What follows belongs to an exercise in optimizing a design on an open flow for small area, a short achievable clock period and few clock cycles; a production flow would make more cautious choices.
Where RTL was checked, it was by simulation tests only, not by an equivalence proof against the original.
Function not checked in runs 2 to 4: the RTL went through the layout flow alone.
No activity file was given, so power comes from the tool's default toggle rates.

File: design/flow/config.mk
export PLATFORM = sky130hd
export DESIGN_NAME = cpu_design
export DESIGN_NICKNAME = cpu_design
export VERILOG_FILES = /design/flow/design.v
export SDC_FILE = /design/flow/constraint.sdc
export NUM_CORES = 4
export LEC_CHECK = 0
export CAP_MARGIN = 20
export CORE_MARGIN = 2
export CORE_UTILIZATION = 65
export CTS_BUF_LIST = sky130_fd_sc_hd__clkbuf_8
export CTS_CLUSTER_SIZE = 30
export SETUP_SLACK_MARGIN = 5
export SLEW_MARGIN = 20
File: design/flow/constraint.sdc
create_clock -name core_clock -period 8.0 [get_ports {clock}]
set_input_delay 1.6000 -clock core_clock [delete_from_list [all_inputs] [get_ports {clock}]]
set_output_delay 1.6000 -clock core_clock [all_outputs]
set_load 0.01 [all_outputs]
File: design/flow/design.v
module cpu_design (reset, clock, write_read, M_address, M_data_in, M_data_out, overflow, status);
input reset, clock;
input [7:0] M_data_in;
output write_read, overflow;
output [7:0] M_data_out;
output [11:0] M_address;
output [2:0] status;
reg [11:0] MAR, PC;
reg [7:0] IR;
reg [7:0] R0, R1, R2, R3;
reg ovf;
reg st_e, st_tj, st_tr, st_tw, st_h;
wire [3:0] op = IR[7:4];
wire [1:0] rd_i = IR[3:2];
wire [1:0] rs_i = IR[1:0];
wire op_ld   = op == 4'd1;
wire op_add  = op == 4'd3;
wire op_sub  = op == 4'd4;
wire op_swap = op == 4'd10;
wire op_jmp  = op == 4'd11;
wire op_jz   = op == 4'd12;
wire op_rd   = op == 4'd13;
wire op_wr   = op == 4'd14;
wire op_stop = op == 4'd15;
wire op_two  = op_jmp | op_jz | op_rd | op_wr;
wire op_alu  = (op >= 4'd2) && (op <= 4'd10);
reg [7:0] rd, rs;
always @(*) begin
	case (rd_i)
		2'd0: rd = R0;
		2'd1: rd = R1;
		2'd2: rd = R2;
		default: rd = R3;
	endcase
	case (rs_i)
		2'd0: rs = R0;
		2'd1: rs = R1;
		2'd2: rs = R2;
		default: rs = R3;
	endcase
end
wire [9:0] sum_c = {1'b0, rd, 1'b1} + {1'b0, rs ^ {8{op_sub}}, op_sub};
wire [8:0] sum = sum_c[9:1];
wire f8 = sum[8] ^ op_sub;
wire f7 = sum[7];
reg [3:0] lut;
always @(*) begin
	case (op)
		4'd5: lut = 4'b1000;
		4'd6: lut = 4'b1110;
		4'd7: lut = 4'b0110;
		default: lut = 4'b1010;   
	endcase
end
wire sel_sum = op_add | op_sub;
wire sel_shr = op == 4'd8;
wire sel_shl = op == 4'd9;
reg [7:0] res;
integer bi;
always @(*) begin
	for (bi = 0; bi < 8; bi = bi + 1)
		res[bi] = lut[{rd[bi], rs[bi]}];
	if (sel_shr) res = {1'b0, rd[7:1]};
	if (sel_shl) res = {rd[6:0], 1'b0};
	if (sel_sum) res = sum[7:0];
end
wire r0z = (R0 == 8'd0);
wire st_b = ~(st_e | st_tj | st_tr | st_tw | st_h);
wire e_two = st_e & op_two;
wire go_t = e_two & ~(op_jz & ~r0z);
wire fetch = st_b | (st_e & ~op_two & ~op_stop) | st_tj;
wire wr0 = st_tr | st_e & (op_ld | op_alu & (rd_i == 2'd0) | op_swap & (rs_i == 2'd0));
wire r0_nz_next = ~wr0 & ~r0z
	| st_e & op_ld & (|IR[3:0])
	| st_e & (op == 4'd8) & (rd_i == 2'd0) & (|R0[7:1])
	| st_e & (op == 4'd9) & (rd_i == 2'd0) & (|R0[6:0]);
wire skip = fetch & r0_nz_next & (M_data_in[7:4] == 4'd12);
wire [10:0] mar_hi_inc = MAR[11:1] + 11'd1;
wire [11:0] mar_inc = {MAR[0] ? mar_hi_inc : MAR[11:1], ~MAR[0]};
wire [11:0] mar_next = {(MAR[0] | skip) ? mar_hi_inc : MAR[11:1], MAR[0] ^ ~skip};
assign M_address = MAR;
assign M_data_out = R0;
assign write_read = st_tw;
assign overflow = ovf;
assign status = {1'b0, st_tw, st_tw | st_h};
wire wr_alu = st_e & op_alu;
wire wr_sw  = st_e & op_swap;
always @(posedge clock or negedge reset) begin
	if (!reset) begin
		MAR <= 12'd0;
		st_e <= 1'b0;
		st_tj <= 1'b0;
		st_tr <= 1'b0;
		st_tw <= 1'b0;
		st_h <= 1'b0;
		ovf <= 1'b0;
		R0 <= 8'd0;
		R1 <= 8'd0;
		R2 <= 8'd0;
		R3 <= 8'd0;
	end else begin
		if (go_t)
			MAR <= {IR[3:0], M_data_in};
		else if (st_tr | st_tw)
			MAR <= PC;
		else
			MAR <= mar_next;
		st_e <= fetch & ~skip;
		st_tj <= go_t & (op_jmp | op_jz);
		st_tr <= go_t & op_rd;
		st_tw <= go_t & op_wr;
		if (st_e & op_stop)
			st_h <= 1'b1;
		if (st_e & (op_add | op_sub))
			ovf <= f8 ^ f7;
		if (st_tr) R0 <= M_data_in;
		else if (st_e & op_ld) R0 <= {4'd0, IR[3:0]};
		else if (wr_alu & (rd_i == 2'd0)) R0 <= res;
		else if (wr_sw & (rs_i == 2'd0)) R0 <= rd;
		if (wr_alu & (rd_i == 2'd1)) R1 <= res;
		else if (wr_sw & (rs_i == 2'd1)) R1 <= rd;
		if (wr_alu & (rd_i == 2'd2)) R2 <= res;
		else if (wr_sw & (rs_i == 2'd2)) R2 <= rd;
		if (wr_alu & (rd_i == 2'd3)) R3 <= res;
		else if (wr_sw & (rs_i == 2'd3)) R3 <= rd;
	end
end
always @(posedge clock) begin
	IR <= M_data_in;
	PC <= mar_inc;   
end
endmodule
File: design/flow/flow/run.sh
#!/bin/bash
set -euo pipefail
here=$(cd "$(dirname "$0")" && pwd)
source "$here/params.sh"
args=(SETUP_SLACK_MARGIN=$MARGIN "BUFFER_PORTS_ARGS=-buffer_cell $PORT_BUF")
if [[ -n "${CTS_ARGS:-}" ]]; then args+=("CTS_ARGS=$CTS_ARGS"); fi
bash standard.sh "${args[@]}" finish > make.log 2>&1
File: design/flow/flow/params.sh
MARGIN=5
PORT_BUF=sky130_fd_sc_hd__buf_1
CTS_ARGS="-sink_clustering_enable -repair_clock_nets -sink_clustering_size 30 -buf_list sky130_fd_sc_hd__clkbuf_8 -dont_use_dummy_load"
File: design/flow/standard.sh
#!/bin/bash
# synth_recipe.tcl (not shown) runs the flow's synth.tcl, then flattens the netlist and writes it again
# the make line also repeats each setting of config.mk as NAME=value (left out here)
make -C /OpenROAD-flow-scripts/flow DESIGN_CONFIG=/design/flow/config.mk WORK_HOME=/design/flow/orfs CLKGATE_MAP_FILE= SYNTH_SCRIPT=/design/flow/synth_recipe.tcl "${@:-finish}"
==> results of run 1 <==
synth_stat cells, types with 2 or more instances:
| cell | n |
|---|---|
| or2_0 | 2 |
| o2111ai_1 | 2 |
| nand4_1 | 8 |
| dfxtp_1 | 20 |
| buf_2 | 18 |
| nand2b_1 | 7 |
| nor2_1 | 38 |
| a211oi_1 | 6 |
| a22oi_1 | 4 |
| inv_1 | 13 |
| o31ai_1 | 3 |
| a31oi_1 | 5 |
| o311ai_1 | 2 |
| mux4_2 | 16 |
| xor2_1 | 5 |
| or2_2 | 2 |
| xnor2_1 | 27 |
| nor3_1 | 14 |
| and2_1 | 4 |
| and3_1 | 5 |
| o21ai_1 | 11 |
| buf_6 | 5 |
| nor4_1 | 4 |
| o22ai_1 | 8 |
| mux2_2 | 27 |
| and3b_1 | 3 |
| nand3b_1 | 2 |
| or3_1 | 2 |
| nor2b_1 | 4 |
| ha_1 | 10 |
| buf_1 | 4 |
| o21a_1 | 3 |
| mux2i_1 | 23 |
| o211ai_1 | 6 |
| a211o_1 | 3 |
| nand4b_1 | 2 |
| a21oi_1 | 36 |
| a21o_1 | 3 |
| nand3_1 | 16 |
| clkbuf_1 | 13 |
| nand2_1 | 47 |
| dfrtp_1 | 50 |
| o21ai_0 | 23 |
| buf_4 | 3 |
how the worst min path moves through the flow:
stage | depth (start not counted) | endpoint | slack, ns
2_1_floorplan | 2 | MAR[1] | 0.43
3_3_place_gp | 2 | MAR[1] | 0.44
3_5_place_dp | 2 | MAR[1] | 0.44
4_1_cts | 2 | MAR[1] | 0.46
5_1_grt | 2 | MAR[1] | 0.51
6_report | 2 | MAR[1] | 0.46
final cells by class:
cell class	instances	area, um2	share of cell area [%]
tap	99	124	2.20
multi-input combinational	409	3270	58.1
sequential	70	1680	29.8
timing repair buffer	65	380	6.75
clock buffer	9	124	2.20
inverter	14	52.6	0.933
placed cells by master, fill, tap and decap left out, types with 4 or more instances in the layout:
cell type	Yosys	layout
buf_4	3	29
o21ai_0	23	21
xnor2_2	0	4
ha_1	10	5
and3_1	5	5
and2_1	4	4
nand4_1	8	8
a31oi_1	5	5
nand2_1	47	47
inv_1	13	13
xnor2_1	27	21
dfrtp_1	50	48
o22ai_1	8	8
nand2b_1	7	7
o21ai_1	11	11
o211ai_1	6	6
xor2_1	5	5
mux2i_1	23	22
dfxtp_1	20	12
a211oi_1	6	6
dfxtp_4	0	6
mux4_2	16	16
nor2_1	38	35
buf_1	4	29
nor2_2	1	4
nor3_1	14	12
clkbuf_8	0	9
a21oi_1	36	32
nand3_1	16	14
mux2_2	27	26
metrics by stage:
stage / util, % / power (mW) / hold WS [ns] / setup slack (ns)
after global placement: 68.9 / 1.76 / 0.440 / 4.54
after detailed placement: 68.9 / 1.80 / 0.442 / 4.45
final: 76.9 / 2.27 / 0.461 / 4.94
after floorplan: - / 1.53 / 0.429 / 4.93
after global routing: 76.9 / 2.40 / 0.514 / 4.87
after CTS: 73.7 / 2.11 / 0.461 / 5.00
worst register-to-register path, stage by stage (launching register included):
cell,delay (ns)
dfrtp_2,0.47
mux4_2,0.57
xnor2_4,0.19
ha_1,0.30
and3_1,0.18
a221o_1,0.34
a21oi_2,0.21
o21ai_2,0.08
xnor3_1,0.33
mux2_2,0.26
power groups by stage:
| stage | registers, mW | logic [mW] | clock network, mW |
|---|---|---|---|
| final | 0.685 | 1.36 | 0.227 |
| after global routing | 0.705 | 1.45 | 0.241 |
| after CTS | 0.675 | 1.20 | 0.229 |
| after detailed placement | 0.687 | 1.12 | 0 |
| after global placement | 0.676 | 1.09 | 0 |
| after floorplan | 0.636 | 0.898 | 0 |
routing by layer:
layer	up-vias	wire (um)	GRT usage (%)
met2	346	6770	53.5
met4	0	451	14.0
met3	58	1760	7.47
li1	2028	-	-
met1	2207	5910	53.0
met5	-	0	0
logic make-up after synthesis:
logic type,after synthesis
other cells,1
fa+ha+maj,11
xor+xnor,33
buf+inv,57
flops,70
compound gates,128
simple gates,170
mux,66
flip-flops by register name, summed over array words and instances, names as in the netlist:
| register | count |
|---|---|
| IR | 8 |
| MAR | 12 |
| PC | 12 |
| R0 | 8 |
| R1 | 8 |
| R2 | 8 |
| R3 | 8 |
| ovf | 1 |
| st_e | 1 |
| st_h | 1 |
| st_tj | 1 |
| st_tr | 1 |
| st_tw | 1 |
timing repair:
| action | CTS | global route |
|---|---|---|
| resized for setup | 21 | 38 |
| setup buffers | 22 | 8 |
| gates cloned | 0 | 0 |
| hold buffers | 0 | 0 |
| setup endpoints to repair | 37 | 24 |
| pin swaps | 5 | 13 |
==> flow_summary.yaml, run 1 <==
global_routing:
  grt_max_degree: 51
  grt_pass1_wl_mm: 23.7
  antenna_found_initial: 0
  grt.total_usage_pct: 36.4
  grt_pass1_vias: 4336
  grt_overflow: 0
final_layout:
  diodes: 0
  area_growth_pct: 13.7
  design_area_um2: 5630
  drive_above_1_share_pct: 25.2
  finalNonFillerCells: 666
  fin_nets: 590
  n_fill_cell: 537
min_path:
  hold_class: "flop to flop"
  holdCritStartpoint: "PC[1]"
pwr:
  p_int_mw: 1.24
  power_density_nw_per_um2: 403
  max-vdd-ir-drop_uv: 189
  comb_power_share_pct: 59.8
  seqPwrFrac_pct: 30.2
  switching_share_pct: 45.4
  power_switching_mw: 1.03
  clockPowerShare_pct: 10.0
  leakage_nw: 2.24
critical_path:
  start_kind: "flop"
  end_kind: "flop"
  crit_path_end: "ovf"
  path_cells: "mux4_2 -> xnor2_4 -> ha_1 -> and3_1 -> a221o_1 -> a21oi_2 -> o21ai_2 -> xnor3_1 -> mux2_2"
  ff2ff_setup_slack_ns: 4.94
  cp_slowest_stage_delay_ns: 0.57
  reg2reg_to: "ovf"
  arrival_ns: 3.29
  slowest_stage: "mux4_2"
  cp.depth: 9
  crit_buf_inv: 0
  timing.rr.start: "R0[0]"
  path_class: "flop to flop"
  cp.required_ns: 8.23
  crit_fanout: 6
  crit_path_start: "R0[0]"
  crit_family: "multiplexers"
  reg2regPathDepth: 9
flow_run:
  drv_cap: 0
logic_synthesis:
  netlist_area_um2: 4960
  synth_warnings: 1
  netlist_instances: 536
  synth_xor_xnor_area_share_pct: 6.11
  synth_top_area_share_pct: 25.2
  netlist-cell-type-count: 71
  synth_top_family_by_area: "multiplexers"
  synth_fp_nets: 557
  async_flop_share_pct: 71.4
  yosysTopAreaCell: "dfrtp_1"
  ys_ff_latch: 70
  seq_area_frac_synth_pct: 33.3
  syn_avg_cell_area_um2: 9.25
  synth_area_leaders: "dfrtp_1 (25%), dfxtp_1 (8.1%), mux4_2 (7.3%)"
  synthAdderAreaFrac_pct: 2.93
  ys.flop_type: "dfrtp_1"
  synth_compound_area_share_pct: 16.4
  synthMuxAreaShare_pct: 18.1
  synthSimpleGateAreaFrac_pct: 17.4
  synth_edf_count: 0
routing:
  routed_via_density: 6.97
  ant_nets: 0
  routed_wl_mm: 14.9
  drcViolationCount: 0
  drt_first_pass_iters: 6
  first_iter_violations: 917
  vias: 4639
  wl_per_cell_um: 22.4
sta:
  setup_viol: 0
  fmax_mhz: 327
  fin_skew_ns: 0.0212
  period_share_pct: 38.2
  hold_violations: 0
  slew_viol_final: 0
  rsz0062_at_grt: "yes"
  slew_headroom_pct: 47.2
  period_minus_slack_ns: 3.06
  worst_pin_slew_ns: 0.791
  fin_tns_setup_ns: 0
clocking:
  insertion_delay_ns: 0.37
  clk_pin_slew_ns: 0.07
  tritoncts.num_buffers: 9
  clock_sinks: 70
  cts-root-buf: "clkbuf_8"
  cts_tree: "done"
  ctsLongestPathBuffers: 2
  cts_max_level: 3
placed_design:
  portBuffers: 33
  hpwl_mm: 9.53
  place_congestion: 0.983
  dpl.cell_count: 627
  place_area_um2: 5050
floorplanning:
  dieArea_um2: 8340
  chipWidth_um: 91.3
  row_count: 31
  die_h_um: 91.3
  initial_core_util_pct: 67.6
  fp.coreArea_um2: 7330
  ioPinCount: 35
outcome:
  outcome: "no timing/DRC/antenna violations"
Testbench counts, summed over its fixed seeds: cycles 245,097.
==> inputs of run 2 (changes only) <==
--- a/design/flow/design.v
+++ b/design/flow/design.v
@@ -75,9 +75,9 @@
 	| st_e & (op == 4'd8) & (rd_i == 2'd0) & (|R0[7:1])
 	| st_e & (op == 4'd9) & (rd_i == 2'd0) & (|R0[6:0]);
 wire skip = fetch & r0_nz_next & (M_data_in[7:4] == 4'd12);
-wire [10:0] mar_hi_inc = MAR[11:1] + 11'd1;
-wire [11:0] mar_inc = {MAR[0] ? mar_hi_inc : MAR[11:1], ~MAR[0]};
-wire [11:0] mar_next = {(MAR[0] | skip) ? mar_hi_inc : MAR[11:1], MAR[0] ^ ~skip};
+wire [11:0] base = (st_tr | st_tw) ? PC : MAR;
+wire [10:0] base_hi_inc = base[11:1] + 11'd1;
+wire [11:0] seq_next = {(base[0] | skip) ? base_hi_inc : base[11:1], base[0] ^ ~skip};
 assign M_address = MAR;
 assign M_data_out = R0;
 assign write_read = st_tw;
@@ -101,10 +101,8 @@
 	end else begin
 		if (go_t)
 			MAR <= {IR[3:0], M_data_in};
-		else if (st_tr | st_tw)
-			MAR <= PC;
 		else
-			MAR <= mar_next;
+			MAR <= seq_next;
 		st_e <= fetch & ~skip;
 		st_tj <= go_t & (op_jmp | op_jz);
 		st_tr <= go_t & op_rd;
@@ -127,6 +125,6 @@
 end
 always @(posedge clock) begin
 	IR <= M_data_in;
-	PC <= mar_inc;   
+	PC <= MAR;   
 end
 endmodule
==> flow_summary.yaml, run 2 <==
clocking:
  cts_max_level: 3
  insertion_delay_ns: 0.36
  cts_tree: "done"
  clk_pin_slew_ns: 0.08
  tritoncts.num_buffers: 9
  cts-root-buf: "clkbuf_8"
  ctsLongestPathBuffers: 2
  clock_sinks: 70
pwr:
  finalPower_mw: 2.26
  power_density_nw_per_um2: 387
  leakage_nw: 2.48
  max-vdd-ir-drop_uv: 188
critical_path:
  crit_buf_inv: 0
  crit_family: "compound AO/OA/AOI/OAI gates"
  path_cells: "mux4_2 -> xor2_2 -> ha_1 -> and3_1 -> a221o_1 -> a2111o_1 -> o211ai_1 -> nor2_2 -> o21ai_1"
  path_class: "flop to flop"
  end_kind: "flop"
  slowest_stage: "mux4_2"
  arrival_ns: 3.33
  cp.required_ns: 8.24
  cp_slowest_stage_delay_ns: 0.61
  crit_fanout: 7
  start_kind: "flop"
  ff2ff_setup_slack_ns: 4.90
routing:
  vias: 4549
  first_iter_violations: 613
  routed_via_density: 6.80
  drt_first_pass_iters: 6
  drcViolationCount: 0
  wl_per_cell_um: 22.2
  ant_nets: 0
  routed_wl_mm: 14.9
logic_synthesis:
  netlist_instances: 509
  synth_area_leaders: "dfrtp_1 (26%), dfxtp_1 (8.2%), mux4_2 (7.4%)"
  synthTopCellsByCount: "dfrtp_1 (50), nor2_1 (50), a21oi_1 (35)"
  yosysTopAreaCell: "dfrtp_1"
  netlist-cell-type-count: 75
  ys_ff_latch: 70
  synth_warnings: 1
  synth_edf_count: 0
  synth_fp_nets: 530
  async_flop_share_pct: 71.4
  seq_area_frac_synth_pct: 33.7
  netlist_area_um2: 4900
  ys.flop_type: "dfrtp_1"
  synth_top_area_share_pct: 25.5
  syn_avg_cell_area_um2: 9.62
floorplanning:
  initial_core_util_pct: 67.2
  chipWidth_um: 90.8
  die_h_um: 90.8
  fp.coreArea_um2: 7290
  ioPinCount: 35
  dieArea_um2: 8250
  row_count: 31
flow_run:
  drv_cap: 0
sta:
  fmax_mhz: 323
  hold_violations: 0
  fin_tns_setup_ns: 0
  period_minus_slack_ns: 3.10
  rsz0062_at_grt: "yes"
  slew_viol_final: 0
  fin_skew_ns: 0.0257
  slew_headroom_pct: 30.9
  period_share_pct: 38.7
  worst_pin_slew_ns: 1.03
  worst_slack_ns: 4.90
  setup_viol: 0
global_routing:
  antenna_found_initial: 0
  grt_pass1_wl_mm: 23.2
  grt_max_degree: 51
  grt_overflow: 0
  grt.total_usage_pct: 36.3
  grt_pass1_vias: 4321
placed_design:
  place_congestion: 0.953
  hpwl_mm: 9.40
  place_ws_ns: 4.24
  portBuffers: 33
final_layout:
  diodes: 0
  area_growth_pct: 19.0
  top_regs: "MAR: 12 flops, PC: 12 flops"
  multiInputGateArea_um2: 3210
  regArea_um2: 1680
  final_cell_mix: "dfrtp_1 (48), buf_4 (48), nor2_1 (45), a21oi_1 (33), buf_1 (29)"
  drive_above_1_share_pct: 30.2
  fin_nets: 593
  n_fill_cell: 510
outcome:
  outcome: "no timing/DRC/antenna violations"
min_path:
  hold_class: "flop to flop"
run 2: area by class of cell:
type,count,area share (%)
Multi-Input combinational cell,395,55.1
Sequential cell,70,28.8
Timing Repair Buffer,90,11.5
Clock buffer,9,2.12
Tap cell,99,2.12
Inverter,6,0.386
run 2: kinds of logic (layout without fill, tap and decap cells):
| logic type | after synthesis | count (layout) | synth area share, % |
|---|---|---|---|
| multiplexers | 72 | 72 | 19.6 |
| adder cells (fa/ha/maj) | 11 | 11 | 2.96 |
| flip-flops | 70 | 70 | 33.7 |
| AND/OR/NAND/NOR | 157 | 157 | 16.8 |
| AO/OA/AOI/OAI | 128 | 128 | 17.7 |
| other | 1 | 1 | 0.0766 |
| buffers and inverters | 44 | 105 | 4.55 |
| XOR/XNOR | 26 | 26 | 4.65 |
run 2: report_power, final:
group | total, mW | switching [mW] | internal, mW
Clock | 0.221 | 0.120 | 0.100
Combinational | 1.40 | 0.739 | 0.660
Sequential | 0.639 | 0.135 | 0.504
run 2: routing by layer:
layer	global-route usage, %	wire [um]	share of wire (%)
met1	50.7	6060	41
met2	54.2	6640	45
met3	12.0	1680	11
met4	10.7	476	3.2
met5	0	0	0
run 2: timing repair:
action / 4_1_cts / 5_1_grt
setup endpoints to repair: 43 / 27
buffers inserted: 38 / 14
pin swaps: 21 / 21
hold buffers: 0 / 0
gates cloned: 1 / 0
gates resized for setup: 41 / 19
run 2: final timing paths:
| kind | start | to | cells after the start |
|---|---|---|---|
| min | MAR[10] | PC[10] | 0 |
| max reg2reg | R0[0] | R3[4] | 9 |
| min reg2reg | MAR[10] | PC[10] | 0 |
| max | R0[0] | R3[4] | 9 |
| max in group asynchronous | reset | st_tr | 2 |
| min in group asynchronous | reset | R0[6] | 2 |
run 2: per-stage QoR:
stage / cells / instance area [um2] / hold slack [ns] / util, %
2_1_floorplan: 509 / 4970 / 0.428 / -
3_3_place_gp: 607 / 5050 / 0.369 / 69.3
3_5_place_dp: 607 / 5050 / 0.374 / 69.3
4_1_cts: 655 / 5640 / 0.399 / 77.4
5_1_grt: 669 / 5830 / 0.406 / 79.9
6_report: 669 / 5830 / 0.397 / 79.9
run 2: worst register-to-register path: cells and delay by family, from the launching register on:
family	cells	cell delay, ns
adder cells (fa/ha/maj)	1	0.30
AO/OA/AOI/OAI	4	1.14
multiplexers	1	0.61
flip-flops	1	0.47
XOR/XNOR	1	0.20
AND/OR/NAND/NOR	2	0.27
==> inputs of run 3 (changes only) <==
--- a/design/flow/config.mk
+++ b/design/flow/config.mk
@@ -7,7 +7,7 @@
 export LEC_CHECK = 0
 export CAP_MARGIN = 20
 export CORE_MARGIN = 2
-export CORE_UTILIZATION = 65
+export CORE_UTILIZATION = 75
 export CTS_BUF_LIST = sky130_fd_sc_hd__clkbuf_8
 export CTS_CLUSTER_SIZE = 30
 export SETUP_SLACK_MARGIN = 5
==> flow_summary.yaml, run 3 <==
logic_synthesis:
  synth_area_leaders: "dfrtp_1 (26%), dfxtp_1 (8.2%), mux4_2 (7.4%)"
  synth_warnings: 1
  seq_area_frac_synth_pct: 33.7
  yosysTopAreaCell: "dfrtp_1"
  synth_edf_count: 0
  ys_ff_latch: 70
  syn_avg_cell_area_um2: 9.62
  ys.flop_type: "dfrtp_1"
  synth_top_area_share_pct: 25.5
  netlist_instances: 509
  netlist_area_um2: 4900
  netlist-cell-type-count: 75
  synthTopCellsByCount: "dfrtp_1 (50), nor2_1 (50), a21oi_1 (35)"
  synth_fp_nets: 530
  async_flop_share_pct: 71.4
sta:
  period_minus_slack_ns: 3.18
  slew_viol_final: 0
  hold_violations: 0
  period_share_pct: 39.7
  slew_headroom_pct: 27.0
  rsz0062_at_grt: "yes"
  fin_tns_setup_ns: 0
  fmax_mhz: 315
  fin_skew_ns: 0.0342
  setup_viol: 0
  worst_pin_slew_ns: 1.09
routing:
  ant_nets: 0
  wl_per_cell_um: 25.3
  routed_via_density: 7.70
  routed_wl_mm: 16.2
  drcViolationCount: 0
  vias: 4945
  first_iter_violations: 763
  drt_first_pass_iters: 7
critical_path:
  crit_fanout: 7
  end_kind: "flop"
  timing.rr.start: "IR[0]"
  reg2reg_to: "R2[5]"
  path_cells: "buf_6 -> mux4_2 -> xor2_1 -> ha_2 -> o21ai_0 -> nor2_1 -> o22ai_1 -> xnor2_1 -> a221oi_2 -> buf_4 -> mux2i_1"
  reg2regPathDepth: 11
  start_kind: "flop"
  path_class: "flop to flop"
  arrival_ns: 3.36
  ff2ff_setup_slack_ns: 4.82
  slowest_stage: "mux4_2"
  cp_slowest_stage_delay_ns: 0.57
  cp.required_ns: 8.18
final_layout:
  final_cell_mix: "dfrtp_1 (48), nor2_1 (47), buf_4 (47), a21oi_1 (33), buf_1 (28)"
  fin_nets: 588
  diodes: 0
  top_regs: "MAR: 12 flops, PC: 12 flops"
  area_growth_pct: 16.0
  drive_above_1_share_pct: 29.0
  mostFrequentLayoutCell: "dfrtp_1"
min_path:
  hold-path-endpoint: "PC[9]"
  hold_class: "flop to flop"
  holdCritStartpoint: "MAR[9]"
  holdPathStages: 0
global_routing:
  grtUsageMet3_pct: 10.8
  grt_overflow: 0
  grt_busiest_layer: "met2"
  grt_pass1_vias: 4399
  grt_util_met1_pct: 58.1
  grt.total_usage_pct: 40.6
  grt_pass1_wl_mm: 22.8
  grt_use_met2_pct: 59.8
  antenna_found_initial: 0
  grt_max_degree: 51
pwr:
  leakage_nw: 2.41
  power_density_nw_per_um2: 392
  finalPower_mw: 2.23
  max-vdd-ir-drop_uv: 423
clocking:
  cts_max_level: 3
  ctsLongestPathBuffers: 2
  insertion_delay_ns: 0.37
  clock_sinks: 70
  cts_hold_buf: 0
  cts_tree: "done"
  clk_pin_slew_ns: 0.08
  tritoncts.num_buffers: 9
  cts-root-buf: "clkbuf_8"
placed_design:
  place_congestion: 0.950
  hpwl_mm: 8.98
  portBuffers: 33
floorplanning:
  fp.coreArea_um2: 6350
  ioPinCount: 35
  initial_core_util_pct: 77.1
  row_count: 29
  dieArea_um2: 7190
  chipWidth_um: 84.8
  die_h_um: 84.8
outcome:
  outcome: "no timing/DRC/antenna violations"
flow_run:
  drv_cap: 0
run 3: per-layer routing:
layer	part of all wire, %	vias to the layer above
met3	14	160
met2	43	500
li1	-	2004
met4	7.6	0
met5	0	-
met1	35	2281
run 3: through the flow:
stage | setup slack (ns) | cells | area [um2] | utilization, % | hold WS (ns)
floorplan | 4.88 | 509 | 4970 | - | 0.428
global placement | 4.34 | 584 | 5020 | 79.0 | 0.369
detailed placement | 4.23 | 584 | 5020 | 79.0 | 0.379
CTS | 4.93 | 625 | 5450 | 85.8 | 0.375
global route | 4.73 | 642 | 5680 | 89.5 | 0.384
finish | 4.82 | 642 | 5680 | 89.5 | 0.378
run 3: worst max-delay path by stage:
stage | cells after the start | slack, ns | to | start
after floorplan | 8 | 4.88 | MAR[6] | M_data_in[5]
after global placement | 9 | 4.34 | R2[6] | IR[5]
after detailed placement | 9 | 4.23 | R2[4] | IR[5]
after CTS | 9 | 4.93 | R0[4] | IR[0]
after global routing | 11 | 4.73 | R2[6] | IR[4]
final | 11 | 4.82 | R2[5] | IR[0]
run 3: cell families (layout without fill, tap and decap cells):
logic type	after synthesis	in the layout	share of synthesized area [%]
AO/OA/AOI/OAI	128	128	17.7
XOR/XNOR	26	26	4.65
adder cells (fa/ha/maj)	11	11	2.96
buffers and inverters	44	100	4.55
flip-flops	70	70	33.7
multiplexers	72	72	19.6
other	1	1	0.0766
AND/OR/NAND/NOR	157	157	16.8
run 3: layout make-up:
class	count	area [um2]
fillers	279	669
well taps	77	96.3
multi-input cells	395	3200
inverters	6	22.5
clock buffers	9	124
repair buffers	85	552
flip-flops and latches	70	1680
run 3: power by group:
group          switching (mW)  internal, mW
combinational           0.758         0.597
clock                   0.124         0.100
sequential              0.145         0.504
run 3: worst max-delay path, delay by kind of cell, from the launching register on:
family	cells	cell delay, ns
multiplexers	2	0.64
AO/OA/AOI/OAI	3	0.59
adder cells (fa/ha/maj)	1	0.42
flip-flops	1	0.40
XOR/XNOR	2	0.37
buffers and inverters	2	0.34
AND/OR/NAND/NOR	1	0.25
run 3: what timing repair did:
item / 4_1_cts / 5_1_grt
pin swaps: 10 / 24
setup endpoints to repair: 43 / 29
endpoints found under the hold margin: 0 / 0
gates resized for setup: 31 / 25
setup buffers: 32 / 17
==> inputs of run 4 (changes only) <==
--- a/design/flow/design.v
+++ b/design/flow/design.v
@@ -39,10 +39,11 @@
 		default: rs = R3;
 	endcase
 end
-wire [9:0] sum_c = {1'b0, rd, 1'b1} + {1'b0, rs ^ {8{op_sub}}, op_sub};
-wire [8:0] sum = sum_c[9:1];
-wire f8 = sum[8] ^ op_sub;
-wire f7 = sum[7];
+wire [7:0] bb = rs ^ {8{op_sub}};
+wire [8:0] lo_c = {1'b0, rd[6:0], 1'b1} + {1'b0, bb[6:0], op_sub};
+wire c7 = lo_c[8];
+wire [7:0] sum = {rd[7] ^ bb[7] ^ c7, lo_c[7:1]};
+wire ovf_f = op_sub ^ (c7 ? ~(rd[7] & bb[7]) : (rd[7] | bb[7]));
 reg [3:0] lut;
 always @(*) begin
 	case (op)
@@ -110,7 +111,7 @@
 		if (st_e & op_stop)
 			st_h <= 1'b1;
 		if (st_e & (op_add | op_sub))
-			ovf <= f8 ^ f7;
+			ovf <= ovf_f;
 		if (st_tr) R0 <= M_data_in;
 		else if (st_e & op_ld) R0 <= {4'd0, IR[3:0]};
 		else if (wr_alu & (rd_i == 2'd0)) R0 <= res;
--- a/design/flow/config.mk
+++ b/design/flow/config.mk
@@ -5,9 +5,10 @@
 export SDC_FILE = /design/flow/constraint.sdc
 export NUM_CORES = 4
 export LEC_CHECK = 0
+export ABC_AREA = 1
 export CAP_MARGIN = 20
 export CORE_MARGIN = 2
-export CORE_UTILIZATION = 75
+export CORE_UTILIZATION = 65
 export CTS_BUF_LIST = sky130_fd_sc_hd__clkbuf_8
 export CTS_CLUSTER_SIZE = 30
 export SETUP_SLACK_MARGIN = 5
==> flow_summary.yaml, run 4 <==
outcome:
  outcome: "no timing/DRC/antenna violations"
clocking:
  cts_max_level: 3
  cts_hold_buf: 0
  clk_pin_slew_ns: 0.09
  clock_sinks: 70
  cts_tree: "done"
  cts-root-buf: "clkbuf_8"
  ctsLongestPathBuffers: 2
  tritoncts.num_buffers: 9
  insertion_delay_ns: 0.36
critical_path:
  path_class: "flop to flop"
  end_kind: "flop"
  cp.required_ns: 8.22
  arrival_ns: 3.60
  start_kind: "flop"
  crit_fanout: 7
final_layout:
  fin_nets: 768
  diodes: 0
  area_growth_pct: 18.5
  final_cell_mix: "nand2_1 (184), inv_1 (72), nand3_1 (52), dfrtp_1 (50), o21ai_0 (49)"
  design_area_um2: 5570
  top_regs: "MAR: 12 flops, PC: 12 flops"
  mostFrequentLayoutCell: "nand2_1"
  fin_util_pct: 78.1
  drive_above_1_share_pct: 17.5
pwr:
  power_density_nw_per_um2: 348
  max-vdd-ir-drop_uv: 170
  leakage_nw: 2.67
  finalPower_mw: 1.94
global_routing:
  antenna_found_initial: 0
  grt_overflow: 0
  grt_pass1_wl_mm: 25.4
  grt_pass1_vias: 4865
  grt.total_usage_pct: 43.5
  grt_max_degree: 51
sta:
  fmax_mhz: 296
  period_minus_slack_ns: 3.37
  setup_viol: 0
  rsz0062_at_grt: "yes"
  worst_pin_slew_ns: 0.719
  fin_tns_setup_ns: 0
  slew_headroom_pct: 52.1
  worst_slack_ns: 4.63
  period_share_pct: 42.2
  hold_violations: 0
  slew_viol_final: 0
  fin_skew_ns: 0.0294
logic_synthesis:
  ys.flop_type: "dfrtp_1"
  yosysTopAreaCell: "dfrtp_1"
  async_flop_share_pct: 71.4
  synth_edf_count: 0
  ys_ff_latch: 70
  netlist_area_um2: 4700
  yosysMostFrequentCell: "nand2_1"
  synth_fp_nets: 703
  netlist_instances: 681
  synth_xor_xnor_area_share_pct: 2.61
  synthMuxAreaShare_pct: 1.57
  netlist-cell-type-count: 53
  synthAdderAreaFrac_pct: 3.35
  synth_compound_area_share_pct: 18.5
  synthTopCellsByCount: "nand2_1 (190), inv_1 (80), o21ai_0 (58)"
  synth_top_family_by_area: "simple AND/OR/NAND/NOR gates"
  seq_area_frac_synth_pct: 35.1
  synth_area_leaders: "dfrtp_1 (27%), nand2_1 (15%), dfxtp_1 (8.5%)"
  synthSimpleGateAreaFrac_pct: 29.9
  syn_avg_cell_area_um2: 6.91
  synth_top_area_share_pct: 26.6
  synth_warnings: 1
floorplanning:
  dieArea_um2: 7930
  die_h_um: 89.1
  chipWidth_um: 89.1
  row_count: 31
  ioPinCount: 35
  initial_core_util_pct: 65.9
  fp.coreArea_um2: 7140
routing:
  vias: 5636
  drcViolationCount: 0
  routed_via_density: 6.69
  routed_wl_mm: 18.6
  first_iter_violations: 856
  wl_per_cell_um: 22.1
  drt_first_pass_iters: 9
  ant_nets: 0
placed_design:
  hpwl_mm: 11.7
  place_area_um2: 4910
  portBuffers: 33
  place_ws_ns: 4.12
  place_congestion: 1.07
flow_run:
  drv_cap: 0
min_path:
  hold_class: "flop to flop"
run 4: where the power goes:
part | internal, mW | total, mW | switching, mW
Combinational | 0.356 | 1.03 | 0.674
Sequential | 0.505 | 0.678 | 0.174
Clock | 0.101 | 0.229 | 0.129
run 4: logic make-up (layout without fill, tap and decap cells):
logic type | after synthesis | count (layout)
AOI/OAI and AO/OA | 147 | 147
xor gates and xnor gates | 14 | 14
adders and majority gates | 12 | 12
buffers and inverters | 101 | 164
DFF | 70 | 70
muxes | 7 | 7
other | 1 | 1
and+or+nand+nor | 329 | 329
run 4: worst max-delay path: stages, from the launching register on:
cell and delay, ns:
dfxtp_4 0.40, nand2_2 0.09, inv_2 0.10, o21ai_1 0.08, nand2_1 0.15, nor2_4 0.07
nand2_2 0.14, nand2_2 0.11, nor2_4 0.13, inv_1 0.10, o21ai_1 0.27, nand3b_1 0.21
ha_4 0.23, nor2_2 0.08, o211ai_1 0.14, nor2_2 0.17, buf_4 0.14, buf_4 0.12
nand4_1 0.16, xnor2_1 0.23, a21oi_1 0.11
run 4: timing repair:
item                                    4_1_cts  5_1_grt
cloned                                        0        0
pin swaps                                     9       15
endpoints found under the setup margin       36       31
resized for setup                            42       51
setup buffers                                10       24
run 4: area by class of cell:
type	count	area [um2]
Clock buffer	9	124
Fill cell	505	1570
Inverter	85	322
Multi-Input combinational cell	510	2870
Sequential cell	70	1680
Tap cell	99	124
Timing Repair Buffer	70	454
run 4: final timing paths:
path	start	to	slack (ns)	depth (start not counted)
max	IR[4]	MAR[11]	4.63	20
min	MAR[7]	PC[7]	0.40	0
max reg2reg	IR[4]	MAR[11]	4.63	20
min reg2reg	MAR[7]	PC[7]	0.40	0
max in group asynchronous	reset	R2[0]	6.12	2
min in group asynchronous	reset	MAR[0]	1.36	2
run 4: per-stage QoR:
step	hold WS, ns	std cells
after floorplan	0.424	681
after global placement	0.368	799
after detailed placement	0.381	800
after CTS	0.386	819
after global routing	0.422	843
final	0.399	843
run 4: routing by layer:
| layer | global-route usage [%] | part of all wire, % | vias to the layer above |
|---|---|---|---|
| met5 | 0 | 0 | - |
| met4 | 28.5 | 9.3 | 0 |
| met3 | 13.6 | 13 | 182 |
| met2 | 67.2 | 43 | 546 |
| met1 | 52.2 | 35 | 2518 |
| li1 | - | - | 2390 |
==> inputs of run 5 (changes only) <==
--- a/design/flow/design.v
+++ b/design/flow/design.v
@@ -76,9 +76,9 @@
 	| st_e & (op == 4'd8) & (rd_i == 2'd0) & (|R0[7:1])
 	| st_e & (op == 4'd9) & (rd_i == 2'd0) & (|R0[6:0]);
 wire skip = fetch & r0_nz_next & (M_data_in[7:4] == 4'd12);
-wire [11:0] base = (st_tr | st_tw) ? PC : MAR;
-wire [10:0] base_hi_inc = base[11:1] + 11'd1;
-wire [11:0] seq_next = {(base[0] | skip) ? base_hi_inc : base[11:1], base[0] ^ ~skip};
+wire [10:0] mar_hi_inc = MAR[11:1] + 11'd1;
+wire [11:0] mar_inc = {MAR[0] ? mar_hi_inc : MAR[11:1], ~MAR[0]};
+wire [11:0] mar_next = {(MAR[0] | skip) ? mar_hi_inc : MAR[11:1], MAR[0] ^ ~skip};
 assign M_address = MAR;
 assign M_data_out = R0;
 assign write_read = st_tw;
@@ -102,8 +102,10 @@
 	end else begin
 		if (go_t)
 			MAR <= {IR[3:0], M_data_in};
+		else if (st_tr | st_tw)
+			MAR <= PC;
 		else
-			MAR <= seq_next;
+			MAR <= mar_next;
 		st_e <= fetch & ~skip;
 		st_tj <= go_t & (op_jmp | op_jz);
 		st_tr <= go_t & op_rd;
@@ -126,6 +128,6 @@
 end
 always @(posedge clock) begin
 	IR <= M_data_in;
-	PC <= MAR;   
+	PC <= mar_inc;   
 end
 endmodule
==> design/flow/flow/params.sh (replaced) <==
MARGIN=5.3
PORT_BUF=sky130_fd_sc_hd__buf_1
CTS_ARGS="-sink_clustering_enable -repair_clock_nets -sink_clustering_size 30 -buf_list sky130_fd_sc_hd__clkbuf_8 -dont_use_dummy_load"
==> flow_summary.yaml, run 5 <==
global_routing:
  grt_pass1_wl_mm: 26.0
  grt_overflow: 0
  grt.total_usage_pct: 39.3
  grt_pass1_vias: 5257
  antenna_found_initial: 0
  grt_max_degree: 51
pwr:
  clockPowerShare_pct: 10.9
  max-vdd-ir-drop_uv: 230
  leakage_nw: 2.77
  power_switching_mw: 1.04
  switching_share_pct: 49.9
  seqPwrFrac_pct: 33.1
  p_int_mw: 1.04
  power_density_nw_per_um2: 347
  comb_power_share_pct: 56.0
min_path:
  hold_class: "flop to flop"
  hold-path-endpoint: "st_e"
  holdCritStartpoint: "st_tj"
  holdPathStages: 2
critical_path:
  start_kind: "flop"
  path_class: "flop to flop"
  arrival_ns: 3.09
  reg2reg_to: "R2[6]"
  ff2ff_setup_slack_ns: 5.16
  crit_fanout: 12
  reg2regPathDepth: 16
  timing.rr.start: "IR[2]"
  end_kind: "flop"
  cp.required_ns: 8.25
final_layout:
  n_fill_cell: 491
  diodes: 0
  top_regs: "MAR: 12 flops, PC: 12 flops"
  fin_util_pct: 82.0
  fin_nets: 804
  area_growth_pct: 21.1
  final_cell_mix: "nand2_1 (188), nand3_1 (62), inv_1 (58), dfrtp_1 (48), o21ai_0 (38)"
  mostFrequentLayoutCell: "nand2_1"
  drive_above_1_share_pct: 23.1
placed_design:
  place_congestion: 0.982
  portBuffers: 33
  hpwl_mm: 11.3
clocking:
  cts_tree: "done"
  cts_hold_buf: 0
  insertion_delay_ns: 0.36
  clk_pin_slew_ns: 0.08
  cts_max_level: 3
  ctsLongestPathBuffers: 2
  cts-root-buf: "clkbuf_8"
  tritoncts.num_buffers: 9
  clock_sinks: 70
routing:
  drcViolationCount: 0
  drt_first_pass_iters: 10
  ant_nets: 0
  routed_via_density: 6.64
  first_iter_violations: 952
  wl_per_cell_um: 20.3
  routed_wl_mm: 17.8
  vias: 5834
flow_run:
  drv_cap: 0
floorplanning:
  ioPinCount: 35
  die_h_um: 91.2
  chipWidth_um: 91.2
  row_count: 31
  initial_core_util_pct: 67.7
  fp.coreArea_um2: 7290
  dieArea_um2: 8310
logic_synthesis:
  ys.flop_type: "dfrtp_1"
  synth_fp_nets: 736
  synth_edf_count: 0
  yosysTopAreaCell: "dfrtp_1"
  synth_top_area_share_pct: 25.3
  yosysMostFrequentCell: "nand2_1"
  synth_warnings: 1
  netlist-cell-type-count: 49
  netlist_instances: 714
  synth_area_leaders: "dfrtp_1 (25%), nand2_1 (16%), dfxtp_1 (8.1%)"
  netlist_area_um2: 4940
  seq_area_frac_synth_pct: 33.4
  ys_ff_latch: 70
  async_flop_share_pct: 71.4
  syn_avg_cell_area_um2: 6.92
  synthTopCellsByCount: "nand2_1 (205), nand3_1 (70), inv_1 (63)"
sta:
  fmax_mhz: 353
  hold_violations: 0
  fin_skew_ns: 0.0256
  slew_headroom_pct: 47.7
  worst_pin_slew_ns: 0.782
  slew_viol_final: 0
  setup_viol: 0
  rsz0062_at_grt: "yes"
  period_share_pct: 35.5
  period_minus_slack_ns: 2.84
  fin_tns_setup_ns: 0
outcome:
  outcome: "no timing/DRC/antenna violations"
-- run 5: what timing repair did --
| action | CTS | global route |
|---|---|---|
| cloned | 0 | 2 |
| gates resized for setup | 40 | 78 |
| endpoints found under the setup margin | 42 | 36 |
| pin swaps | 8 | 31 |
| setup buffers | 12 | 29 |
-- run 5: worst max-delay path: stages (launching register included) --
cell      delay, ns
dfxtp_4        0.46
inv_1          0.11
nor2_4         0.21
nand2_1        0.09
nand3_1        0.11
o21ai_2        0.17
inv_1          0.17
ha_1           0.30
buf_6          0.15
a21oi_4        0.11
o311ai_2       0.13
xor2_1         0.18
nand2_1        0.12
nand2_4        0.12
buf_6          0.14
o21ai_2        0.11
inv_1          0.06
-- run 5: worst max-delay path by stage --
stage | start | endpoint | slack (ns) | depth (start not counted)
2_1_floorplan | M_data_in[5] | MAR[9] | 5.33 | 7
3_3_place_gp | M_data_in[6] | MAR[8] | 4.59 | 9
3_5_place_dp | M_data_in[6] | MAR[8] | 4.54 | 9
4_1_cts | IR[0] | R0[5] | 5.26 | 18
5_1_grt | IR[0] | R2[6] | 5.10 | 16
6_report | IR[2] | R2[6] | 5.16 | 16
-- run 5: logic make-up after synthesis --
kind of cell	share of synthesized area, %
xor+xnor	3.37
buf+inv	8.41
flops	33.4
compound gates	18.3
other cells	0.0759
simple gates	33.2
fa+ha+maj	3.19
-- run 5: stage by stage --
stage          area [um2]  instances  total power, mW  setup slack (ns)  hold slack, ns
2_1_floorplan        4940        714             1.28              5.33           0.451
3_5_place_dp         5080        827             1.55              4.54           0.498
3_3_place_gp         5080        827             1.51              4.59           0.485
4_1_cts              5430        848             1.82              5.26           0.501
5_1_grt              5980        879             2.19              5.10           0.531
6_report             5980        879             2.07              5.16           0.505
-- run 5: per-layer routing --
| metal | vias to the layer above | share of wire, % | track usage (%) |
|---|---|---|---|
| li1 | 2514 | - | - |
| met3 | 176 | 14 | 8.13 |
| met4 | 0 | 7.4 | 17.2 |
| met1 | 2624 | 35 | 54.6 |
| met5 | - | 0 | 0 |
| met2 | 520 | 43 | 59.3 |
-- run 5: area by class of cell --
| cell class | instances | area (um2) | area share (%) |
|---|---|---|---|
| Clock buffer | 9 | 124 | 2.07 |
| Inverter | 78 | 299 | 5.00 |
| Multi-Input combinational cell | 547 | 3260 | 54.5 |
| Sequential cell | 70 | 1680 | 28.0 |
| Tap cell | 99 | 124 | 2.07 |
| Timing Repair Buffer | 76 | 498 | 8.33 |
-- run 5: power groups by stage --
stage	sequential [mW]	combinational (mW)	clock, mW
after floorplan	0.635	0.646	0
after global placement	0.666	0.848	0
after detailed placement	0.672	0.880	0
after CTS	0.667	0.928	0.221
after global routing	0.704	1.26	0.231
final	0.687	1.16	0.225
Testbench counts of run 5, summed over its fixed seeds: cycles 245,097.
==> inputs of run 6 (changes only) <==
==> design/flow/flow/params.sh (replaced) <==
MARGIN=4.8
PORT_BUF=sky130_fd_sc_hd__buf_1
CTS_ARGS="-sink_clustering_enable -repair_clock_nets -sink_clustering_size 30 -buf_list sky130_fd_sc_hd__clkbuf_8 -dont_use_dummy_load"
==> flow_summary.yaml, run 6 <==
logic_synthesis:
  netlist_instances: 714
  synth_fp_nets: 736
  synth_area_leaders: "dfrtp_1 (25%), nand2_1 (16%), dfxtp_1 (8.1%)"
  synth_edf_count: 0
  syn_avg_cell_area_um2: 6.92
  ys_ff_latch: 70
  seq_area_frac_synth_pct: 33.4
  netlist-cell-type-count: 49
  yosysMostFrequentCell: "nand2_1"
  synth_warnings: 1
  ys.flop_type: "dfrtp_1"
  netlist_area_um2: 4940
  async_flop_share_pct: 71.4
  synth_top_area_share_pct: 25.3
  yosysTopAreaCell: "dfrtp_1"
  synthTopCellsByCount: "nand2_1 (205), nand3_1 (70), inv_1 (63)"
sta:
  period_minus_slack_ns: 2.96
  slew_viol_final: 0
  setup_viol: 0
  fin_skew_ns: 0.0226
  fmax_mhz: 338
  slew_headroom_pct: 49.2
  period_share_pct: 37.0
  worst_pin_slew_ns: 0.761
  fin_tns_setup_ns: 0
  hold_violations: 0
  rsz0062_at_grt: "yes"
clocking:
  clk_pin_slew_ns: 0.07
  cts_hold_buf: 0
  ctsLongestPathBuffers: 2
  cts_tree: "done"
  clock_sinks: 70
  insertion_delay_ns: 0.35
  tritoncts.num_buffers: 9
  cts_max_level: 3
  cts-root-buf: "clkbuf_8"
pwr:
  power_switching_mw: 0.884
  finalPower_mw: 1.81
  comb_power_share_pct: 50.5
  max-vdd-ir-drop_uv: 223
  clockPowerShare_pct: 12.2
  leakage_nw: 2.50
  p_int_mw: 0.922
  power_density_nw_per_um2: 341
  seqPwrFrac_pct: 37.3
  switching_share_pct: 48.9
global_routing:
  grt_overflow: 0
  antenna_found_initial: 0
  grt_max_degree: 51
  grt.total_usage_pct: 37.4
  grt_pass1_wl_mm: 24.9
  grt_pass1_vias: 5021
floorplanning:
  chipWidth_um: 91.2
  ioPinCount: 35
  initial_core_util_pct: 67.7
  dieArea_um2: 8310
  fp.coreArea_um2: 7290
  die_h_um: 91.2
  row_count: 31
critical_path:
  reg2reg_to: "R1[3]"
  cp.required_ns: 8.23
  timing.rr.start: "IR[0]"
  ff2ff_setup_slack_ns: 5.04
  arrival_ns: 3.19
  end_kind: "flop"
  start_kind: "flop"
  crit_path_start: "IR[0]"
  crit_fanout: 14
  path_class: "flop to flop"
  reg2regPathDepth: 15
final_layout:
  drive_above_1_share_pct: 10.8
  n_fill_cell: 651
  final_cell_mix: "nand2_1 (203), nand3_1 (69), inv_1 (63), dfrtp_1 (50), o21ai_0 (46)"
  area_growth_pct: 7.12
  diodes: 0
  mostFrequentLayoutCell: "nand2_1"
  fin_nets: 766
  design_area_um2: 5290
  top_regs: "MAR: 12 flops, PC: 12 flops"
routing:
  drcViolationCount: 0
  drt_first_pass_iters: 6
  routed_via_density: 6.26
  wl_per_cell_um: 17.6
  routed_wl_mm: 14.8
  vias: 5267
  first_iter_violations: 640
  ant_nets: 0
min_path:
  holdCritStartpoint: "st_tj"
  holdPathStages: 2
  hold_class: "flop to flop"
  hold-path-endpoint: "st_e"
placed_design:
  portBuffers: 33
  place_congestion: 0.982
  hpwl_mm: 11.3
  place_area_um2: 5080
outcome:
  outcome: "no timing/DRC/antenna violations"
flow_run:
  drv_cap: 0
==> run 6: cell counts after synthesis <==
Identical to the previous run, type by type.
==> run 6: final cells by class <==
cell class / instances / area [um2] / area share, %
Clock buffer: 9 / 124 / 2.34
Inverter: 78 / 293 / 5.53
Tap cell: 99 / 124 / 2.34
Sequential cell: 70 / 1660 / 31.4
Multi-Input combinational cell: 545 / 2910 / 55.0
Timing Repair Buffer: 40 / 178 / 3.36
==> run 6: worst max path at each step <==
| stage | end | slack (ns) | cells past startpoint |
|---|---|---|---|
| 2_1_floorplan | MAR[9] | 5.33 | 7 |
| 3_3_place_gp | MAR[8] | 4.59 | 9 |
| 3_5_place_dp | MAR[8] | 4.54 | 9 |
| 4_1_cts | R0[5] | 4.86 | 18 |
| 5_1_grt | R0[5] | 4.77 | 18 |
| 6_report | R1[3] | 5.04 | 15 |
==> run 6: worst max-delay path: stages, from the launching register on <==
cell     delay [ns]
dfxtp_4        0.45
inv_2          0.08
nor2_4         0.18
nand2_1        0.07
nand3_1        0.08
o21ai_1        0.13
xor2_1         0.20
fa_1           0.42
nand2_1        0.08
inv_1          0.05
o21ai_0        0.15
nand2_1        0.14
o21ai_0        0.38
nand2_1        0.21
o21ai_1        0.17
nand2_1        0.07
==> run 6: kinds of logic after synthesis <==
kind of cell / synth area share [%]
buffers and inverters: 8.41
AO/OA/AOI/OAI: 18.3
other: 0.0759
AND/OR/NAND/NOR: 33.2
XOR/XNOR: 3.37
adder cells (fa/ha/maj): 3.19
flip-flops: 33.4
==> run 6: per-stage QoR <==
step / setup slack [ns] / utilization (%) / hold WS (ns) / instances
finish: 5.04 / 72.5 / 0.500 / 841
global route: 4.77 / 72.5 / 0.531 / 841
CTS: 4.86 / 71.6 / 0.501 / 836
detailed placement: 4.54 / 69.7 / 0.498 / 827
global placement: 4.59 / 69.7 / 0.485 / 827
floorplan: 5.33 / - / 0.451 / 714
==> run 6: metal layers <==
metal / part of all wire (%) / GRT usage [%] / vias up
met5: 0 / 0 / -
met4: 3.4 / 16.3 / 0
met3: 11 / 7.80 / 54
met2: 44 / 54.8 / 358
met1: 42 / 53.3 / 2419
li1: - / - / 2436
==> run 6: what timing repair did <==
item,CTS,global route
pin swaps,0,2
buffers inserted,0,5
gates resized for setup,6,11
endpoints found under the setup margin,19,32
==> run 6: power groups by stage <==
| stage | sequential (mW) | combinational, mW | clock (mW) |
|---|---|---|---|
| 2_1_floorplan | 0.635 | 0.646 | 0 |
| 4_1_cts | 0.667 | 0.885 | 0.221 |
| 6_report | 0.673 | 0.913 | 0.220 |
| 3_5_place_dp | 0.672 | 0.880 | 0 |
| 5_1_grt | 0.692 | 1.03 | 0.230 |
| 3_3_place_gp | 0.666 | 0.848 | 0 |
==> inputs of run 7 (changes only) <==
==> design/flow/flow/params.sh (replaced) <==
MARGIN=4.6
PORT_BUF=sky130_fd_sc_hd__buf_1
CTS_ARGS="-sink_clustering_enable -repair_clock_nets -sink_clustering_size 30 -buf_list sky130_fd_sc_hd__clkbuf_8 -dont_use_dummy_load"
==> flow_summary.yaml, run 7 <==
outcome:
  outcome: "no timing/DRC/antenna violations"
clocking:
  insertion_delay_ns: 0.35
  cts_hold_buf: 0
  cts_max_level: 3
  cts_setup_buffers: 0
  cts-root-buf: "clkbuf_8"
  clk_pin_slew_ns: 0.07
  tritoncts.num_buffers: 9
  clock_sinks: 70
  ctsLongestPathBuffers: 2
  cts_tree: "done"
critical_path:
  path_cells: "nand2_1 -> o21ai_1 -> xor2_1 -> fa_1 -> nand2_1 -> inv_1 -> o21ai_0 -> nand2_1 -> nand2_1 -> a21oi_1 -> o21ai_0 -> nand3_1 -> nand2_1 -> nand2_1 -> a21oi_1"
  crit_path_start: "IR[1]"
  slowest_stage: "dfxtp_2"
  path_class: "flop to flop"
  cp_slowest_stage_delay_ns: 0.52
  arrival_ns: 3.40
  end_kind: "flop"
  crit_family: "simple AND/OR/NAND/NOR gates"
  timing.rr.start: "IR[1]"
  cpMostUsedCell: "nand2_1"
  crit_fanout: 14
  cp.required_ns: 8.26
  start_kind: "flop"
  crit_buf_inv: 1
global_routing:
  antenna_found_initial: 0
  grt.total_usage_pct: 37.4
  grt_max_degree: 51
  grt_overflow: 0
  grt_pass1_wl_mm: 24.9
  grt_pass1_vias: 5023
pwr:
  power_density_nw_per_um2: 345
  leakage_nw: 2.47
  max-vdd-ir-drop_uv: 224
sta:
  fin_skew_ns: 0.0239
  setup_viol: 0
  period_share_pct: 39.2
  slew_viol_final: 0
  rsz0062_at_grt: "yes"
  fmax_mhz: 319
  slew_headroom_pct: 47.7
  hold_violations: 0
  worst_pin_slew_ns: 0.783
  period_minus_slack_ns: 3.14
  fin_tns_setup_ns: 0
floorplanning:
  chipWidth_um: 91.2
  ioPinCount: 35
  initial_core_util_pct: 67.7
  dieArea_um2: 8310
  row_count: 31
  fp.coreArea_um2: 7290
  die_h_um: 91.2
final_layout:
  fin_nets: 761
  area_growth_pct: 5.95
  finalNonFillerCells: 836
  diodes: 0
  top_regs: "MAR: 12 flops, PC: 12 flops"
  drive_above_1_share_pct: 10.0
  n_fill_cell: 655
  final_cell_mix: "nand2_1 (204), nand3_1 (69), inv_1 (63), dfrtp_1 (50), o21ai_0 (46)"
  mostFrequentLayoutCell: "nand2_1"
routing:
  ant_nets: 0
  routed_via_density: 6.32
  vias: 5284
  first_iter_violations: 687
  drt_first_pass_iters: 8
  drcViolationCount: 0
  wl_per_cell_um: 17.7
  routed_wl_mm: 14.8
flow_run:
  drv_cap: 0
logic_synthesis:
  netlist_instances: 714
  yosysMostFrequentCell: "nand2_1"
  syn_avg_cell_area_um2: 6.92
  synthTopCellsByCount: "nand2_1 (205), nand3_1 (70), inv_1 (63)"
  async_flop_share_pct: 71.4
  ys.flop_type: "dfrtp_1"
  netlist_area_um2: 4940
  synth_fp_nets: 736
  synth_edf_count: 0
  seq_area_frac_synth_pct: 33.4
  netlist-cell-type-count: 49
  synth_warnings: 1
  ys_ff_latch: 70
  synth_top_area_share_pct: 25.3
  yosysTopAreaCell: "dfrtp_1"
  synth_area_leaders: "dfrtp_1 (25%), nand2_1 (16%), dfxtp_1 (8.1%)"
min_path:
  hold_class: "flop to flop"
  holdCritStartpoint: "st_tj"
placed_design:
  hpwl_mm: 11.3
  place_congestion: 0.982
  dpl.cell_count: 827
  portBuffers: 33
run 7: changes by cell type in the layout (fill, tap and decap cells not counted), sizes merged:
cell,change
buf,-5
run 7: path summary, 6_finish.rpt:
check                          end  slack, ns  cells after the start
min reg2reg                   st_e       0.50                      2
max in group asynchronous      ovf       6.18                      2
min                           st_e       0.50                      2
max                          R0[5]       4.86                     15
min in group asynchronous  MAR[11]       1.36                      2
max reg2reg                  R0[5]       4.86                     15
run 7: timing repair:
action,4_1_cts,5_1_grt
endpoints found under the setup margin,0,33
endpoints found under the hold margin,0,0
resized for setup,0,12
run 7: metal layers:
metal,part of all wire (%),up-vias,GRT usage (%),wire length [um]
li1,-,2428,-,-
met1,41,2473,53.3,6150
met2,44,332,54.8,6540
met3,11,51,7.80,1640
met4,3.3,0,16.4,484
met5,0,-,0,0
run 7: report_power, final:
part | switching [mW] | internal (mW) | total, mW
Combinational | 0.595 | 0.316 | 0.910
Sequential | 0.170 | 0.504 | 0.674
Clock | 0.120 | 0.100 | 0.220
Total | 0.885 | 0.920 | 1.81
run 7: cells by family (layout without fill, tap and decap cells):
group / count (synthesis) / in the layout / synth area share (%)
xor gates and xnor gates: 19 / 19 / 3.37
other: 1 / 1 / 0.0759
and+or+nand+nor: 365 / 365 / 33.2
adders and majority gates: 12 / 12 / 3.19
buffers and inverters: 99 / 122 / 8.41
DFF: 70 / 70 / 33.4
AOI/OAI and AO/OA: 148 / 148 / 18.3
run 7: worst register-to-register path, delay by kind of cell (launching register included):
kind | cells | cell delay, ns
flops | 1 | 0.52
xor+xnor | 1 | 0.16
buf+inv | 1 | 0.05
compound gates | 5 | 0.87
fa+ha+maj | 1 | 0.42
simple gates | 7 | 1.06
run 7: per-stage QoR:
step | hold WS, ns | setup slack (ns) | utilization (%) | area, um2 | power [mW]
after floorplan | 0.451 | 5.33 | - | 4940 | 1.28
after global placement | 0.485 | 4.59 | 69.7 | 5080 | 1.51
after detailed placement | 0.498 | 4.54 | 69.7 | 5080 | 1.55
after CTS | 0.501 | 4.60 | 71.4 | 5200 | 1.77
after global routing | 0.531 | 4.57 | 71.8 | 5230 | 1.95
final | 0.504 | 4.86 | 71.8 | 5230 | 1.81
run 7: area by class of cell:
class,count,area [um2],area share (%)
timing repair buffer,35,140,2.68
sequential,70,1660,31.7
inverter,78,293,5.60
multi-input combinational,545,2890,55.3
tap,99,124,2.37
clock buffer,9,124,2.37
==> inputs of run 8 (changes only) <==
==> design/flow/flow/params.sh (replaced) <==
MARGIN=5
PORT_BUF=sky130_fd_sc_hd__buf_1
CTS_ARGS="-sink_clustering_enable -repair_clock_nets -sink_clustering_size 30 -buf_list sky130_fd_sc_hd__clkbuf_8 -dont_use_dummy_load"
==> flow_summary.yaml, run 8 <==
logic_synthesis:
  yosysTopAreaCell: "dfrtp_1"
  synth_edf_count: 0
  netlist_area_um2: 4940
  syn_avg_cell_area_um2: 6.92
  synth_warnings: 1
  netlist-cell-type-count: 49
  synth_fp_nets: 736
  synth_top_area_share_pct: 25.3
  synthTopCellsByCount: "nand2_1 (205), nand3_1 (70), inv_1 (63)"
  seq_area_frac_synth_pct: 33.4
  yosysMostFrequentCell: "nand2_1"
  ys_ff_latch: 70
  async_flop_share_pct: 71.4
  ys.flop_type: "dfrtp_1"
  netlist_instances: 714
  synth_area_leaders: "dfrtp_1 (25%), nand2_1 (16%), dfxtp_1 (8.1%)"
sta:
  slew_viol_final: 0
  worst_pin_slew_ns: 0.823
  slew_headroom_pct: 45.0
  setup_viol: 0
  period_share_pct: 36.6
  fin_tns_setup_ns: 0
  fin_skew_ns: 0.0243
  fmax_mhz: 342
  rsz0062_at_grt: "yes"
  period_minus_slack_ns: 2.93
  worst_slack_ns: 5.07
  hold_violations: 0
critical_path:
  path_cells: "buf_4 -> o21ai_0 -> nand3_1 -> nand2_2 -> xor2_2 -> ha_1 -> a21oi_1 -> o21ai_2 -> nand2_1 -> nand2_1 -> a21oi_1 -> xor2_1 -> nand2_1 -> nand2_2 -> nand2_1 -> a21oi_1"
  path_class: "flop to flop"
  start_kind: "flop"
  cpMostUsedCell: "nand2_1"
  arrival_ns: 3.17
  crit_fanout: 7
  crit_buf_inv: 1
  end_kind: "flop"
  cp.required_ns: 8.25
  cp_slowest_stage_delay_ns: 0.39
  slowest_stage: "dfxtp_4"
  crit_family: "simple AND/OR/NAND/NOR gates"
pwr:
  comb_power_share_pct: 51.2
  p_int_mw: 0.932
  clockPowerShare_pct: 12.1
  power_switching_mw: 0.898
  switching_share_pct: 49.1
  power_density_nw_per_um2: 341
  max-vdd-ir-drop_uv: 223
  seqPwrFrac_pct: 36.8
  leakage_nw: 2.52
  finalPower_mw: 1.83
final_layout:
  fin_nets: 769
  final_cell_mix: "nand2_1 (200), nand3_1 (68), inv_1 (63), dfrtp_1 (49), o21ai_0 (43)"
  n_fill_cell: 634
  top_regs: "MAR: 12 flops, PC: 12 flops"
  diodes: 0
  finalNonFillerCells: 844
  design_area_um2: 5370
  drive_above_1_share_pct: 12.5
  mostFrequentLayoutCell: "nand2_1"
  multiInputGateArea_um2: 2960
  regArea_um2: 1670
  area_growth_pct: 8.66
routing:
  routed_via_density: 6.37
  ant_nets: 0
  drt_first_pass_iters: 6
  wl_met2_mm: 6.74
  first_iter_violations: 700
  wl_per_cell_um: 17.8
  route.top_layer_used: "met4"
  vias: 5373
  wl_met3_mm: 1.62
  routed_wl_mm: 15.1
  drcViolationCount: 0
  wl_met1_mm: 6.19
global_routing:
  grt.total_usage_pct: 37.4
  grt_pass1_wl_mm: 24.9
  grt_max_degree: 51
  grt_pass1_vias: 5030
  antenna_found_initial: 0
  grt_overflow: 0
floorplanning:
  die_h_um: 91.2
  ioPinCount: 35
  fp.coreArea_um2: 7290
  row_count: 31
  dieArea_um2: 8310
  initial_core_util_pct: 67.7
  chipWidth_um: 91.2
placed_design:
  place_congestion: 0.982
  portBuffers: 33
  place_area_um2: 5080
  hpwl_mm: 11.3
  dpl.cell_count: 827
  place_ws_ns: 4.54
outcome:
  outcome: "no timing/DRC/antenna violations"
clocking:
  cts-root-buf: "clkbuf_8"
  insertion_delay_ns: 0.35
  cts_max_level: 3
  tritoncts.num_buffers: 9
  cts_tree: "done"
  ctsLongestPathBuffers: 2
  clock_sinks: 70
  clk_pin_slew_ns: 0.07
flow_run:
  drv_cap: 0
min_path:
  hold_class: "flop to flop"
## run 8: cell count changes in the layout (fill, tap and decap cells not counted), sizes merged
cell and delta:
buf +8
## run 8: final timing paths
path | from | to | slack (ns) | depth (start not counted)
min | st_tj | st_e | 0.50 | 2
max | IR[0] | R0[4] | 5.07 | 16
max in group asynchronous | reset | st_tr | 6.14 | 2
min reg2reg | st_tj | st_e | 0.50 | 2
min in group asynchronous | reset | MAR[11] | 1.36 | 2
max reg2reg | IR[0] | R0[4] | 5.07 | 16
## run 8: metrics by stage
stage,utilization (%),hold WS [ns]
2_1_floorplan,-,0.451
3_3_place_gp,69.7,0.485
3_5_place_dp,69.7,0.498
4_1_cts,71.8,0.501
5_1_grt,73.6,0.531
6_report,73.6,0.502
## run 8: logic make-up (layout without fill, tap and decap cells)
group,count (synthesis),after routing,share of synthesized area (%)
simple gates,365,365,33.2
compound gates,148,148,18.3
buf+inv,99,130,8.41
flops,70,70,33.4
xor+xnor,19,19,3.37
fa+ha+maj,12,12,3.19
other cells,1,1,0.0759
## run 8: final cells by class
class / instances / share of cell area, %
clock buffer: 9 / 2.31
inverter: 78 / 5.46
multi-input combinational: 545 / 55.1
sequential: 70 / 31.1
tap: 99 / 2.31
timing repair buffer: 43 / 3.68
## run 8: repair_timing
item	CTS	global route
gates cloned	0	0
endpoints found under the setup margin	34	33
setup buffers	0	8
pin swaps	0	6
hold buffers	0	0
resized for setup	12	23
endpoints found under the hold margin	0	0
## run 8: metal layers
layer	GRT usage, %	vias up
met2	54.9	372
met4	16.3	0
li1	-	2441
met5	0	-
met3	7.80	61
met1	53.2	2499
## run 8: power by group through the flow
stage               Clock (mW)  Combinational [mW]  Sequential, mW
CTS                      0.221               0.887           0.667
floorplan                    0               0.646           0.635
finish                   0.221               0.936           0.673
global placement             0               0.848           0.666
detailed placement           0               0.880           0.672
global route             0.230                1.05           0.692
## run 8: tightest hold or removal path: stages (launching register included)
cell and delay (ns):
dfrtp_1 0.33, a211oi_1 0.06, a21oi_2 0.09

## port drivers added, routing unchanged
The results above use ideal ports. As a check the final layouts listed here were re-extracted and re-timed, cells and wires unchanged.
Step 1 (the two cells are an assumption about what drives the block):
set clk [get_ports {clock}]
set_driving_cell -lib_cell sky130_fd_sc_hd__clkbuf_16 $clk
set_driving_cell -lib_cell sky130_fd_sc_hd__buf_2 [delete_from_list [all_inputs] $clk]
Step 2 adds t to the input delays and takes it off the output delays; t is the mean of the earliest and latest rising clock arrival at the registers after step 1. Input paths then give back, and output paths get back, about the clock's delay inside the block.
Slacks: ideal ports / drivers / drivers and shift; pairs: ideal ports / drivers.
run	t, ns	slack for setup (ns)	slew at the worst register clock pin (ns)	worst slew at a driven data input, ns
run 1	0.391	4.943 / 4.943 / 4.654	0.09 / 0.09	0.03
run 2	0.372	4.904 / 4.904 / 4.573	0.08 / 0.08	0.06
run 3	0.384	4.825 / 4.825 / 4.464	0.09 / 0.09	0.05
run 4	0.374	4.627 / 4.600 / 4.225	0.09 / 0.09	0.08
run 5	0.378	5.164 / 5.164 / 4.961	0.08 / 0.08	0.03
run 6	0.369	5.043 / 5.043 / 4.738	0.08 / 0.08	0.03
run 7	0.372	4.861 / 4.861 / 4.776	0.08 / 0.08	0.03
run 8	0.371	5.072 / 5.072 / 4.938	0.08 / 0.08	0.03
After both steps setup and hold are still met in every run listed. For run 4, which loses most, drivers alone change the setup slack by -0.027 ns; drivers and shift together by -0.402 ns.
